Background: an optimization exercise with open tools, aiming at small area, a short achievable clock period and few clock cycles. Do not read the settings as production practice. Only simulation tests tie the RTL to the original design; equivalence was not proved.

==> flow/design.v <==
`timescale 1ns/10ps
module  CONV(
	input		clk,
	input		reset,
	output reg  busy,	
	input		ready,	
	output reg [11:0]iaddr,
	input [19:0]idata,	
	output reg	cwr,
	output reg [11:0]caddr_wr,
	output reg [19:0]cdata_wr,
	output	 	crd,
	output[11:0]caddr_rd,
	input [19:0]cdata_rd,
	output reg [2:0]csel
);
wire [11:0] caddr_wr_0;
wire [19:0] cdata_wr_0;
wire cwr_0, cwr_1;
wire eof_L1;
wire [2:0] csel_1;
wire [11:0]caddr_wr_1;
wire [19:0]cdata_wr_1;
reg [19:0]buffer_comp;
reg signed [19:0] window[8:0];
wire signed [19:0]window_0[2:0];
wire signed [19:0]window_L[2:0];  
wire signed [42:0] sum;
wire signed [42:0] after_bias;
wire signed [42:0] Relu_result;
wire signed [19:0]final_result;
wire [11:0] offset;
wire [11:0] iaddr_temp;
reg  signed [39:0] sum_reg[8:0]; 
reg [2:0]state_cnt;
reg [4:0]row_cnt;
reg [4:0]col_cnt;
wire [11:0]temp;
reg [2:0] cnt;
reg [12:0] iaddr_cnt;
wire   eof_L0;
parameter S_READY  = 2'b00;
parameter S_LAYER0 = 2'b01;
parameter S_LAYER1 = 2'b11;
parameter signed kernel_0 = 20'h0A89E;
parameter signed kernel_1 = 20'h092D5;
parameter signed kernel_2 = 20'h06D43;
parameter signed kernel_3 = 20'h01004;
parameter signed kernel_4 = 20'hF8F71;
parameter signed kernel_5 = 20'hF6E54;
parameter signed kernel_6 = 20'hFA6D7;
parameter signed kernel_7 = 20'hFC834;
parameter signed kernel_8 = 20'hFAC19;
reg [1:0] c_state,n_state;
genvar i;
assign window_0[0] = (iaddr_cnt[5:0] == 'd0) ? 20'd0 :  window[0];
assign window_0[1] = (iaddr_cnt[5:0] == 'd0) ? 20'd0 :  window[3];
assign window_0[2] = (iaddr_cnt[5:0] == 'd0) ? 20'd0 :  window[6];
assign window_L[0] = (iaddr_cnt[5:0] == 'd63) ? 20'd0 :  window[2];
assign window_L[1] = (iaddr_cnt[5:0] == 'd63) ? 20'd0 :  window[5];
assign window_L[2] = (iaddr_cnt[5:0] == 'd63) ? 20'd0 :  window[8];
assign eof_L0 = (iaddr_cnt == 13'h0fff && cnt == 3'd4);  
assign after_bias = sum + {4'd0,20'h01310,16'd0}; 
assign Relu_result = (after_bias[42])? 43'd0: after_bias;
assign final_result = $signed(Relu_result[35:16]) + {19'd0,Relu_result[15]};
assign cwr_0 = (cnt == 3'd4) ? 1'b1 : 1'b0;
assign cdata_wr_0 = final_result;
assign caddr_wr_0 = iaddr_cnt;
wire [19:0] window_w[8:0];
assign {window_w[8],window_w[7],window_w[6],window_w[5],window_w[4],window_w[3],window_w[2],window_w[1],window_w[0]} = {window_L[2],window[7],window_0[2],window_L[1],window[4],window_0[1],window_L[0],window[1],window_0[0]};
assign sum = sum_reg[0] + sum_reg[1] + sum_reg[2]+ sum_reg[3]+ sum_reg[4]+ sum_reg[5]+ sum_reg[6]+ sum_reg[7]+ sum_reg[8];
always @(posedge clk or posedge reset) begin
    if (reset) begin
        sum_reg[0] <= 40'd0;       
        sum_reg[1] <= 40'd0;       
        sum_reg[2] <= 40'd0;       
        sum_reg[3] <= 40'd0;       
        sum_reg[4] <= 40'd0;       
        sum_reg[5] <= 40'd0;       
        sum_reg[6] <= 40'd0;       
        sum_reg[7] <= 40'd0;       
        sum_reg[8] <= 40'd0;       
    end
    else begin
        sum_reg[0] <= window_0[0]*$signed(kernel_0);
        sum_reg[1] <= window[1]*$signed(kernel_1);             
        sum_reg[2] <= window_L[0]*$signed(kernel_2); 
        sum_reg[3] <= window_0[1]*$signed(kernel_3); 
        sum_reg[4] <= window[4]*$signed(kernel_4); 
        sum_reg[5] <= window_L[1]*$signed(kernel_5); 
        sum_reg[6] <= window_0[2]*$signed(kernel_6);  
        sum_reg[7] <= window[7]*$signed(kernel_7); 
        sum_reg[8] <= window_L[2]*$signed(kernel_8); 
    end     
end
generate                         
for (i = 0; i < 9; i = i + 1) begin
    if (i == 2 || i == 5 || i == 8) begin
        always @(posedge clk or posedge reset) begin
            if (reset) window[i] <=  20'd0;
            else begin
                if (i == 2) begin
                    if (cnt != 2'd0) window[i] <= window[i];
                    else if (iaddr_temp < 12'd64) window[i] <= 20'd0;
                    else window[i] <= idata;
                end
                else if (i == 5) begin
                    if (cnt != 2'd1) window[i] <= window[i];
                    else window[i] <= idata;
                end 
                else if (i == 8) begin
                    if (cnt != 2'd2) window[i] <= window[i];
                    else if (iaddr_temp >= 12'd4032) window[i] <= 20'd0;
                    else window[i] <= idata;
                end
            end
        end
    end 
    else begin
        always @(posedge clk or posedge reset) begin
            if (reset) window[i] <=  20'd0;
            else if (cnt == 3'd4) window[i] <= window[i + 1];
            else window[i] <= window[i];
        end
    end
end
endgenerate 
always @(posedge clk or posedge reset) begin
    if (reset) cnt <= 3'd0;
    else begin
        case (c_state) 
            S_LAYER0 : cnt <= (cnt == 3'd4) ? 3'd0 : cnt + 3'd1;
            default : cnt <= 3'd0;
        endcase 
    end
end
always @(posedge clk or posedge reset) begin
    if (reset) iaddr_cnt <= 13'b111_1111_11_1110;
    else begin
        if (c_state == S_LAYER0) iaddr_cnt <= iaddr_cnt + {12'd0, cnt[2]};
        else iaddr_cnt <= 13'b111_1111_11_1110;
    end
end
assign iaddr_temp = iaddr_cnt + 12'd1;
assign offset = (cnt[1]) ? 12'd64 : (cnt[0]) ? 12'd0: -12'd64;
always @(*) begin
    if (c_state == S_LAYER0) iaddr = iaddr_temp + offset; 
    else iaddr = 12'd0;
end
always@(posedge clk, posedge reset)begin
	if(reset)
		c_state <= S_READY;
	else
		c_state <= n_state;
end
always@(*)begin
	case(c_state)
	S_READY: if(ready) n_state = S_LAYER0; else n_state = S_READY;
	S_LAYER0:if(eof_L0) n_state = S_LAYER1; else n_state = S_LAYER0;
	S_LAYER1:if(eof_L1) n_state = S_READY;  else n_state = S_LAYER1;
	default: n_state = S_READY;
	endcase
end
always@(posedge clk, posedge reset)begin
	if(reset)
		busy <= 1'b0;
	else
		if(ready && c_state == S_READY)
			busy <= 1'b1;
		else if(c_state == S_LAYER1 && n_state == S_READY)
			busy <= 1'b0;
		else	
			busy <= busy;
end
always@(*)begin
	case(c_state)
	S_LAYER0:csel = 3'b001;
	S_LAYER1:csel = csel_1;
	default: csel = 3'b0;
	endcase
end
always@(*)begin
	case(c_state)
	S_LAYER0:cwr = cwr_0;
	S_LAYER1:cwr = cwr_1;
	default: cwr = 1'b0;
	endcase
end
always@(*)begin
	case(c_state)
	S_LAYER0:caddr_wr = caddr_wr_0;
	S_LAYER1:caddr_wr = caddr_wr_1;
	default: caddr_wr = 12'b0;
	endcase
end
always@(*)begin
	case(c_state)
	S_LAYER0:cdata_wr = cdata_wr_0;
	S_LAYER1:cdata_wr = cdata_wr_1;
	default: cdata_wr = 20'b0;
	endcase
end
assign csel_1 = (state_cnt==3'd4)?3'b011:3'b001;
assign temp = (state_cnt[1])?12'd64: 12'd0;
assign crd = (c_state == S_LAYER1)?((state_cnt==3'd4)?1'b0:1'b1): 1'b0;
assign caddr_rd = {col_cnt,1'b0,row_cnt,1'b0} + {11'b0,state_cnt[0]} + temp  ;  
assign cwr_1 = (c_state == S_LAYER1)?((state_cnt==3'd4)?1'b1:1'b0): 1'b0;
assign caddr_wr_1 = {1'b0, col_cnt, row_cnt};
assign cdata_wr_1 = (state_cnt==3'd4)?buffer_comp:20'b0;
assign eof_L1 = (state_cnt == 3'd4) & (col_cnt == 5'd31) & (row_cnt == 5'd31);
always@(posedge clk, posedge reset)begin
	if(reset)
		state_cnt <= 3'd0;
	else
		if(c_state == S_LAYER1)begin
			if(state_cnt == 3'd4)
				state_cnt <= 3'd0;
			else
				state_cnt <= state_cnt + 3'd1;
		end
end
always@(posedge clk, posedge reset)begin
	if(reset)
		buffer_comp <= 2'b0;
	else
		if(c_state == S_LAYER1)begin
			if(state_cnt == 3'd4) begin
				buffer_comp <= 3'd0;
			end else begin
				if(buffer_comp < cdata_rd)
					buffer_comp <= cdata_rd;
				else
					buffer_comp <= buffer_comp;
			end
		end
end
always@(posedge clk, posedge reset)begin
	if(reset)
		row_cnt <= 5'd0;
	else
		if(c_state == S_LAYER1)begin
			if(state_cnt == 3'd4) 
				row_cnt <= row_cnt + 5'd1;
		end
		else begin
			row_cnt <= 5'd0;
		end
end
always@(posedge clk, posedge reset)begin
	if(reset)
		col_cnt <= 5'd0;
	else
		if(c_state == S_LAYER1)begin
			if(row_cnt == 5'd31 && state_cnt == 3'd4) 
				col_cnt <= col_cnt + 5'd1;
		end
		else begin
			col_cnt <= 5'd0;
		end
end
endmodule
==> flow/run.sh <==
#!/bin/bash
# synth_recipe.tcl (not shown) runs the flow's synth.tcl, then flattens the netlist and writes it again
# the make line also repeats each setting of config.mk as NAME=value (left out here)
make -C /OpenROAD-flow-scripts/flow DESIGN_CONFIG=/design/flow/config.mk WORK_HOME=/design/flow/orfs CLKGATE_MAP_FILE= SYNTH_SCRIPT=/design/flow/synth_recipe.tcl finish
==> flow/config.mk <==
export PLATFORM = sky130hd
export DESIGN_NAME = CONV
export DESIGN_NICKNAME = CONV
export VERILOG_FILES = /design/flow/design.v
export SDC_FILE = /design/flow/constraint.sdc
export NUM_CORES = 4
export LEC_CHECK = 0
export CAP_MARGIN = 20
export CORE_MARGIN = 2
export CORE_UTILIZATION = 40
export SLEW_MARGIN = 20
==> flow/constraint.sdc <==
create_clock -name core_clock -period 11.0 [get_ports {clk}]
set_input_delay 2.2000 -clock core_clock [delete_from_list [all_inputs] [get_ports {clk}]]
set_output_delay 2.2000 -clock core_clock [all_outputs]
set_load 0.01 [all_outputs]
==> reports/results.tsv <==
metric	value	unit
DRT antenna net count	0	
Hold Vio Cnt, Final	0	
Ports	105	
WS Path Type	flip-flop to output pin	
worst-margin pin slew	1.14	ns
max FFs per register	317	
CP peak stage delay	0.65	ns
register area share after synthesis	17.9	%
Clock Sink Count	549	
Worst R2R Start	iaddr_cnt[0]	
clk buf depth	3	
vias per cell	5.06	
crit path time final	9.97	ns
detailed-placement wirelength estimate	184	mm
vias in the first global route	54100	
drt initial violations	3504	
clk root buf	clkbuf_16	
Worst Skew	0.0255	ns
CP most frequent cell	fa_1	
Synth async-reset ratio	100	%
largest net degree at the start of global routing	153	
max_slew headroom	23.5	%
achievable frequency	100	MHz
Worst Path Required	8.80	ns
core area	191000	µm²
final core occ	43.7	%
Final TNS setup	0	ns
# Max-Cap Violations	0	
Layout area overhead	8.45	%
Initial Util	40.3	%
cell count after synthesis	7560	
main flop type after synthesis	dfrtp_1	
Max FO, Critical Path	8	
PostCTS Resize Cnt	0	
GP Congestion	0.953	
die height	442	µm
layout cells sized above 1	3.10	%
CTS Hold Bufs	0	
total die area	196000	µm²
GRT Util Overall	22.1	%
Distinct cells, synth	88	
DR pass1 iterations	7	
CP max-delay cell	clkdlybuf4s50_1	
initial antenna violation count	39	
CTS tree	yes	
drt wl/cell	20.8	µm
Post-CTS Setup Bufs	0	
final worst-path cycle share	90.6	%
Hold Path Class	flip-flop to flip-flop	
number of synthesized flops with an enable pin	0	
DRC viols	0	
hold_sp	window[3][17]	
FP Rows	160	
grt ovf	0	
Clock transition at path regs	0.06	ns
Nets	10200	
TritonCTS Buffers	70	
total wire length	213	mm
synthesis-stage register bit count	549	
clock latency on the worst-skew pair	0.67	ns
I/O Buffers	103	
Setup crit end kind	output pin	
Yosys warning count	3	
global-route wire length before repair	329	mm
Avg Inst Size Synth	10.2	µm²
RSZ-0062 raised after global routing	no	
WP data arrival	7.77	ns
outcome	timing/DRC/antenna clean	
worst-path cell chain	fa_1, fa_1, inv_1, fa_1, inv_1, fa_1, fa_1, ha_1, and2_1, a21bo_2, a221o_1, a22o_1, o21ai_2, a21o_4, and2_1, nor2_1, ha_1, and3b_1, and3_1, nand3_2, xnor2_1, o21ai_0, clkdlybuf4s50_1	
Setup crit start	sum_reg[5][20]	
Post-Syn Area	76900	µm²
crit start category	flip-flop	
Pins Over Slew Limit	0	
Via Count	51700	
Die Wd	442	µm
setup violators final	0	
htree depth	3	
-- placed cells by master (no fill, tap or decap), types with 64 or more instances in the layout --
cell	count
a22o_1	64
dfrtp_1	537
xor2_1	107
clkbuf_16	70
xnor2_1	249
nand3_1	80
nor2_1	204
o21ai_0	264
inv_1	1928
nor3_1	64
ha_1	1375
a21o_1	117
and2_1	70
a21oi_1	266
clkdlybuf4s50_1	103
nand2_1	356
fa_1	1144
-- final timing paths --
| check | depth (start not counted) | end | slack [ns] |
|---|---|---|---|
| worst max-delay path | 23 | cdata_wr[11] | 1.03 |
| max in group asynchronous | 6 | window[4][3] | 6.98 |
| worst min register to register | 2 | window[3][17] | 0.47 |
| worst max register to register | 28 | sum_reg[0][34] | 2.22 |
| worst min-delay path | 2 | window[3][17] | 0.47 |
| min in group asynchronous | 3 | buffer_comp[12] | 2.08 |
-- cell type report --
class                      instances  area [µm²]
timing repair buffer             129        1270
sequential                       549       13800
multi-input combinational       4983       55600
inverter                        1930        7250
clock buffer                      93        1950
antenna                            7        17.5
tap                             2511        3140
fill                           18200      107000
clock inverter                    31         443
-- through the flow --
step / instance area, µm² / cells / setup slack [ns] / hold slack, ns
final: 83400 / 10200 / 1.03 / 0.472
after global routing: 83400 / 10200 / 0.707 / 0.501
after CTS: 83300 / 10200 / 0.966 / 0.477
after detailed placement: 80900 / 10100 / 1.66 / 0.463
after global placement: 80900 / 10100 / 1.80 / 0.453
after floorplan: 76900 / 7561 / 1.34 / 0.427
-- cell families (layout without fill, tap and decap cells) --
logic type                 count (synthesis)  count (layout)  share of synthesized area, %
adders and majority gates               2519            2519                          52.2
buffers and inverters                   2029            2183                          9.92
AOI/OAI and AO/OA                       1023            1023                          8.65
and+or+nand+nor                         1008            1008                          6.28
DFF                                      549             549                          17.9
xor gates and xnor gates                 356             356                          4.06
muxes                                     75              75                          1.04
other                                      1               9                       0.00488
-- synth_stat cells, types with 10 or more instances --
library cell,instances,area (µm²)
a211o_1,15,131
a211oi_1,36,270
a21o_1,117,878
a21oi_1,266,1330
a22o_1,64,561
a31o_2,10,87.6
a31oi_1,24,150
and2_1,71,444
and3_1,47,294
buf_1,15,56.3
clkbuf_1,81,304
dfrtp_1,537,13400
dfstp_2,12,315
fa_1,1144,22900
ha_1,1375,17200
inv_1,1929,7240
mux2_2,39,439
mux2i_1,36,360
nand2_1,357,1340
nand2b_1,30,188
nand3_1,81,405
nand4_1,21,131
nor2_1,206,773
nor2b_1,46,288
nor3_1,64,320
nor4_1,17,106
o211ai_1,26,195
o21a_1,39,293
o21ai_0,264,1320
o21bai_1,41,308
o31ai_1,11,82.6
o41ai_1,11,96.3
or2_2,10,62.6
or3_1,21,131
or4_1,10,75.1
xnor2_1,249,2180
xor2_1,107,937
-- layer usage --
metal	up-vias	GRT usage (%)	wire length, µm
li1	24200	-	-
met1	26100	31.2	96900
met2	1169	35.7	97600
met3	233	2.83	11200
met4	2	5.98	6840
met5	-	0	7
-- critical path, delay by kind of cell, from the launching register on --
family	cells	cell delay (ns)
flops	1	0.38
compound gates	6	1.68
buf+inv	3	0.78
xor+xnor	1	0.10
simple gates	6	1.10
fa+ha+maj	7	3.09
Testbench counts, summed over its fixed seeds: cycles 307,332.

-- static timing again, ports no longer ideal --
In the flow no input, the clock included, has a driving cell. The finished layout below was timed again as built, in two steps. Step 1 sets driving cells, clkbuf_16 on the clock port and buf_2 on the other inputs (assumed; they add their load-dependent delay and slew). Step 2 also shifts input and output timing later by t, the mid clock arrival at the registers, as if the neighbouring blocks saw the same clock. Three values: ideal ports, drivers, drivers and shift; two values: the first two.
t (ns): 0.738
setup slack, ns: 1.030 / 0.943 / 1.681
worst register clock-pin slew, ns: 0.07 / 0.07
worst slew at a driven data input, ns: 0.14
cell pins on the clock port's net: 1
After both steps setup and hold are still met in this run. For this run, drivers alone change the setup slack by -0.087 ns; drivers and shift together by +0.651 ns.
